From an optimization exercise on the open Yosys and OpenROAD flow, aimed at small area, a short achievable clock period and few clock cycles per item; shortcuts taken in it are not production practice.

Setup of rev 12:
==> module Binary_to_BCD, before the edit <==
module Binary_to_BCD
  #(parameter INPUT_WIDTH = 28,
    parameter DECIMAL_DIGITS = 8)
  (
   input                         clk,
   input                         rst,
   input [INPUT_WIDTH-1:0]       i_Binary,
   input                         i_Start,
   output [DECIMAL_DIGITS*4-1:0] o_BCD,
   output                        o_DV
   );
  function [3:0] add3(input [3:0] d, input en);
    reg c;
    begin
      c = en & (d[3] | (d[2] & (d[1] | d[0])));
      add3 = {c | d[3], c ? d[3] & d[0] : d[2], c ? (d[3] ? ~d[0] : d[1] & d[0]) : d[1], d[0] ^ c};
    end
  endfunction
  reg [33:0] r_R;
  reg        r_Busy;
  reg [6:0] r_T;    
  reg [33:0] w_L;
  always @* begin
    w_L = {i_Binary, 6'b0};
    w_L = {w_L[32:0], w_L[33]};
    w_L = {w_L[32:0], w_L[33]};
    w_L = {w_L[32:0], w_L[33]};
    w_L[3:0] = add3(w_L[3:0], 1'b1);
    w_L = {w_L[32:0], w_L[33]};
  end
  reg [33:0] w_S;
  always @* begin
    w_S = r_R;
    w_S[3:0] = add3(w_S[3:0], 1'b1);
    w_S[7:4] = add3(w_S[7:4], 1'b1);
    w_S[11:8] = add3(w_S[11:8], r_T[0]);
    w_S[15:12] = add3(w_S[15:12], r_T[1]);
    w_S[19:16] = add3(w_S[19:16], r_T[3]);
    w_S[23:20] = add3(w_S[23:20], r_T[4]);
    w_S[27:24] = add3(w_S[27:24], r_T[5]);
    w_S = {w_S[32:0], w_S[33]};
    w_S[3:0] = add3(w_S[3:0], 1'b1);
    w_S[7:4] = add3(w_S[7:4], 1'b1);
    w_S[11:8] = add3(w_S[11:8], r_T[0]);
    w_S[15:12] = add3(w_S[15:12], r_T[1]);
    w_S[19:16] = add3(w_S[19:16], r_T[2]);
    w_S[23:20] = add3(w_S[23:20], r_T[4]);
    w_S[27:24] = add3(w_S[27:24], r_T[5]);
    w_S[31:28] = add3(w_S[31:28], r_T[6]);
    w_S = {w_S[32:0], w_S[33]};
    w_S[3:0] = add3(w_S[3:0], 1'b1);
    w_S[7:4] = add3(w_S[7:4], 1'b1);
    w_S[11:8] = add3(w_S[11:8], 1'b1);
    w_S[15:12] = add3(w_S[15:12], r_T[1]);
    w_S[19:16] = add3(w_S[19:16], r_T[2]);
    w_S[23:20] = add3(w_S[23:20], r_T[3]);
    w_S[27:24] = add3(w_S[27:24], r_T[5]);
    w_S[31:28] = add3(w_S[31:28], r_T[6]);
    w_S = {w_S[32:0], w_S[33]};
  end
  always @(posedge clk) begin
    r_R <= r_Busy ? w_S : w_L;
    r_T <= r_Busy & ~rst ? {r_T[5:0], 1'b1} : 7'b0;
    if (rst) begin
      r_Busy <= 1'b0;
    end else if (r_Busy) begin
      r_Busy <= ~r_T[6];
    end else begin
      r_Busy <= i_Start;
    end
  end
  assign o_BCD = r_R[31:0];
  assign o_DV  = r_T[6] & ~r_Busy;
endmodule
export LEC_CHECK = 0
export ABC_AREA = 1
export CAP_MARGIN = 20
export CORE_MARGIN = 2
export CORE_UTILIZATION = 40
export PLACE_DENSITY = 0.6
export SETUP_SLACK_MARGIN = 2.95
export SLEW_MARGIN = 20
create_clock -name core_clock -period 5.0 [get_ports {clk}]
standard.sh (not shown) runs the stock make flow with config.mk's settings and CLKGATE_MAP_FILE= SYNTH_SCRIPT=/design/flow/synth_recipe.tcl, a recipe that flattens the netlist after the stock synthesis.
==> flow/flow/run.sh <==
#!/bin/bash
# The standard layout (the standard.sh, unchanged synthesis and steps), with
# the port buffers that buffer_ports inserts made sky130_fd_sc_hd__buf_1 cells
# instead of its default pick. Every tool's output goes to standard_flow.log here;
# ORFS also keeps each step's log under orfs/logs.
set -euo pipefail
bash standard.sh 'BUFFER_PORTS_ARGS=-buffer_cell sky130_fd_sc_hd__buf_1' finish > standard_flow.log 2>&1
Here is what was changed in the inputs of rev 13 compared with rev 12.
==> flow/design.v <==
module Binary_to_BCD
  #(parameter INPUT_WIDTH = 28,
    parameter DECIMAL_DIGITS = 8)
  (
   input                         clk,
   input                         rst,
   input [INPUT_WIDTH-1:0]       i_Binary,
   input                         i_Start,
   output [DECIMAL_DIGITS*4-1:0] o_BCD,
   output                        o_DV
   );
  function [3:0] add3(input [3:0] d, input en);
    reg c;
    begin
      c = en & (d[3] | (d[2] & (d[1] | d[0])));
      add3 = {c | d[3], c ? d[3] & d[0] : d[2], c ? (d[3] ? ~d[0] : d[1] & d[0]) : d[1], d[0] ^ c};
    end
  endfunction
  reg [33:0] r_R;
  reg        r_Busy, r_DV;
  reg [3:0] r_J;    
  reg [33:0] w_L;
  always @* begin
    w_L = {i_Binary, 6'b0};
    w_L = {w_L[32:0], w_L[33]};
    w_L = {w_L[32:0], w_L[33]};
    w_L = {w_L[32:0], w_L[33]};
    w_L[3:0] = add3(w_L[3:0], 1'b1);
    w_L = {w_L[32:0], w_L[33]};
  end
  reg [33:0] w_S;
  always @* begin
    w_S = r_R;
    w_S[3:0] = add3(w_S[3:0], 1'b1);
    w_S[7:4] = add3(w_S[7:4], 1'b1);
    w_S[11:8] = add3(w_S[11:8], (r_J[0] | r_J[3]));
    w_S[15:12] = add3(w_S[15:12], (r_J[1] | r_J[3]));
    w_S[19:16] = add3(w_S[19:16], r_J[3]);
    w_S[23:20] = add3(w_S[23:20], (r_J[3] & ~r_J[0]));
    w_S[27:24] = add3(w_S[27:24], (r_J[3] & ~r_J[1]));
    w_S = {w_S[32:0], w_S[33]};
    w_S[3:0] = add3(w_S[3:0], 1'b1);
    w_S[7:4] = add3(w_S[7:4], 1'b1);
    w_S[11:8] = add3(w_S[11:8], (r_J[0] | r_J[3]));
    w_S[15:12] = add3(w_S[15:12], (r_J[1] | r_J[3]));
    w_S[19:16] = add3(w_S[19:16], (r_J[2] | r_J[3]));
    w_S[23:20] = add3(w_S[23:20], (r_J[3] & ~r_J[0]));
    w_S[27:24] = add3(w_S[27:24], (r_J[3] & ~r_J[1]));
    w_S[31:28] = add3(w_S[31:28], (r_J[3] & ~r_J[2]));
    w_S = {w_S[32:0], w_S[33]};
    w_S[3:0] = add3(w_S[3:0], 1'b1);
    w_S[7:4] = add3(w_S[7:4], 1'b1);
    w_S[11:8] = add3(w_S[11:8], 1'b1);
    w_S[15:12] = add3(w_S[15:12], (r_J[1] | r_J[3]));
    w_S[19:16] = add3(w_S[19:16], (r_J[2] | r_J[3]));
    w_S[23:20] = add3(w_S[23:20], r_J[3]);
    w_S[27:24] = add3(w_S[27:24], (r_J[3] & ~r_J[1]));
    w_S[31:28] = add3(w_S[31:28], (r_J[3] & ~r_J[2]));
    w_S = {w_S[32:0], w_S[33]};
  end
  always @(posedge clk) begin
    r_R <= r_Busy ? w_S : w_L;
    r_J <= r_Busy ? {r_J[2:0], ~r_J[3]} : 4'd0;
    if (rst) begin
      r_Busy <= 1'b0;
      r_DV   <= 1'b0;
    end else if (r_Busy) begin
      r_Busy <= ~(r_J[3] & ~r_J[2]);
      r_DV   <= (r_J[3] & ~r_J[2]);
    end else begin
      r_Busy <= i_Start;
      r_DV   <= 1'b0;
    end
  end
  assign o_BCD = r_R[31:0];
  assign o_DV  = r_DV;
endmodule
==> comparison <==
| fraction of the yosys area taken by sequential cells | higher: rev 12 |. Lower global-route wire length before repair was reported by rev 12, not rev 13. Per the comparison of rev 13 with rev 12, met3 wirelength from detailed routing increased by about 17% relative to the old numbers; total detailed-routing wirelength rose by 3.9%; post-cts gate resize count +1; worst setup slack now sits lower. Looking at half-perimeter wire length after placement across both flows, rev 13 is the weaker of the two, with rev 12 ahead.
Function was not checked in any run of this note: the RTL went through the layout flow alone.

afterwards: timing with drivers on the ports:
Ports are ideal in the flow. The routed layouts listed here were re-timed in OpenROAD.
Step 1, drivers: a clkbuf_16 drives clk and a buf_2 each remaining input, both assumed.
Step 2 also shifts input and output timing later by t, the mid clock arrival at the registers, as if the neighbouring blocks saw the same clock.
a / b / c = no drivers / after step 1 / after step 2; a / b = the first two.
| run | shift t [ns] | slack for setup (ns) | hold slack, ns | clock arrival spread, ns | pins driven straight from the clock port |
|---|---|---|---|---|---|
| rev 12 | 0.319 | 2.973 / 2.944 / 3.012 | 0.459 / 0.459 / 0.459 | 0.005 / 0.005 | 1 |
| rev 13 | 0.326 | 2.931 / 2.931 / 2.931 | 0.466 / 0.466 / 0.466 | 0.009 / 0.008 | 1 |
After both steps setup and hold are still met in every run listed.
